This is an optimization exercise on Yosys and OpenROAD, whose aim is small area, not a production implementation. Only simulation tests tie the RTL to the original design; equivalence was not proved. No activity file was given, so power comes from the tool's default toggle rates.

Setup of before:
==> flow/design.v (excerpt) <==
module MIPS(input logic Clk, input logic reset,
			input  logic [31:0] MemData,
			output logic [31:0] Address,
			output logic [31:0] WriteDataMem,
			output logic [04:0] WriteRegister,
			output logic [31:0] WriteDataReg,
			output logic wr,
			output logic RegWrite
  );
clock: 22.0 ns
lec_check: 0
cap_margin: 5
core_margin: 2
core_utilization: 45
cts_buf_list: sky130_fd_sc_hd__clkbuf_4
cts_cluster_diameter: 35
cts_cluster_size: 10
slew_margin: 5
synth_hierarchical: 1
synth_memory_max_bits: 8192
standard.sh (not shown) runs the stock make flow with config.mk's settings and CLKGATE_MAP_FILE= SYNTH_SCRIPT=/design/flow/synth_recipe.tcl, a recipe that flattens the netlist after the stock synthesis.
==> flow/flow/run.sh <==
#!/bin/bash
# Own layout flow: the standard flow (standard.sh) with these changes,
# all made through ORFS's own variables and Yosys's own commands:
#   - synthesis is synth_recipe.tcl except that ORFS's liberty mapping step
#     (made after the flip-flops are mapped, as in the standard synthesis)
#     maps the register file, control, shifter and top-level datapath with
#     an area-oriented ABC script (flow/abc_area_nobuf.script: dc2, dch,
#     amap), and the adder modules with ORFS's
#     speed script (flow/split_synth.tcl);
#   - port buffers are sky130_fd_sc_hd__buf_1 (every port still gets one);
#   - clock-tree synthesis inserts no dummy loads, and clusters sinks 10 at
#     a time within 35 um, with clkbuf_4 only.
# Each tool's output: synth_make.log and flow_make.log here, and ORFS's own
# per-step logs under orfs/logs/.
set -euo pipefail
W=$(pwd)
export BUFFER_PORTS_ARGS="-buffer_cell sky130_fd_sc_hd__buf_1"
export CTS_ARGS="-sink_clustering_enable -repair_clock_nets -dont_use_dummy_load -sink_clustering_size 10 -sink_clustering_max_diameter 35 -buf_list sky130_fd_sc_hd__clkbuf_4"
export ABC_SPEED_MODULES="mips_add mips_add16"
export ABC_ALT_MODULES="MIPS mips_rf mips_shift mips_ctl"
export ABC_ALT_SCRIPT="$W/flow/abc_area_nobuf.script"
make -C "$FLOW_HOME" DESIGN_CONFIG="$W/config.mk" WORK_HOME="$W/orfs" CLKGATE_MAP_FILE= \
  SYNTH_SCRIPT="$W/flow/split_synth.tcl" synth > synth_make.log 2>&1
bash standard.sh > flow_make.log 2>&1
==> flow/flow/abc_area_nobuf.script <==
strash
dc2
dch
amap
==> flow/flow/split_synth.tcl <==
# The standard flow's synthesis script (synth_recipe.tcl) with one change: ORFS's liberty
# mapping step (its one "abc" call, made after the flip-flops are mapped, so
# the registers are the standard synthesis's) maps the modules in
# ABC_ALT_MODULES with the ABC script ABC_ALT_SCRIPT and the modules in
# ABC_SPEED_MODULES with the script ORFS chose.
proc synth {args} { yosys synth -nofsm -noshare {*}$args }
proc abc {args} {
  set i [lsearch -exact $args -script]
  set alt_args [lreplace $args [expr {$i + 1}] [expr {$i + 1}] $::env(ABC_ALT_SCRIPT)]
  yosys abc {*}$args {*}$::env(ABC_SPEED_MODULES)
  yosys abc {*}$alt_args {*}$::env(ABC_ALT_MODULES)
}
source $::env(SCRIPTS_DIR)/synth.tcl
# left out here: clear keep_hierarchy, flatten, clean up, hide names made inside functions, write 1_2_yosys.v
The flow did not stop early for before: all stages ran, and the layout cleared the timing, design-rule and antenna checks.
Here is what was changed in the inputs of after compared with before.
diff --git a/flow/flow/run.sh b/flow/flow/run.sh
--- a/flow/flow/run.sh
+++ b/flow/flow/run.sh
@@ -6,4 +6,4 @@
 #     maps the register file, control, shifter and top-level datapath with
-#     an area-oriented ABC script (flow/abc_area_nobuf.script: dc2, dch,
-#     amap), and the adder modules with ORFS's
+#     an area-oriented ABC script (flow/abc_area_nobuf.script: fraig, dc2, dch -f,
+#     amap -m), and the adder modules with ORFS's
 #     speed script (flow/split_synth.tcl);
==> flow/flow/abc_area_nobuf.script <==
strash
fraig
dc2
dch -f
amap -m
==> comparison <==
To summarise after: no stage aborted, but the layout did not pass its checks, failing on capacitance limit.
after vs. before: wire length of the first global-routing pass moved down, met1 usage now sits lower, net switching power of the design now sits higher.
For after, the destination of the critical timing path was WriteDataReg[31], unlike before, where it was WriteDataReg[28].

-- afterwards: timing with drivers on the ports --
The flow's constraints put no driver on any port. The routed layouts listed below were extracted and timed again, unchanged, in two steps. Step 1 (the two cells are an assumption about what drives the block):
set clk [get_ports {Clk}]
set_driving_cell -lib_cell sky130_fd_sc_hd__clkbuf_16 $clk
set_driving_cell -lib_cell sky130_fd_sc_hd__buf_2 [delete_from_list [all_inputs] $clk]
Step 2 moves the port delays by t, midway between the first and last clock arrival at a register: inputs arrive t later, outputs are due t later. That takes back most of the time a late clock gives input paths. Three values: no drivers, after step 1, after step 2; two values: the first two.
run | shift t [ns] | setup WS [ns] | worst hold slack (ns) | worst setup path after step 2 | worst slew at a driven data input, ns
before | 1.187 | 1.874 / 1.806 / 2.992 | 0.452 / 0.452 / 0.452 | register to output | 0.04
after | 1.212 | 1.267 / 1.198 / 2.410 | 0.449 / 0.449 / 0.449 | register to output | 0.07
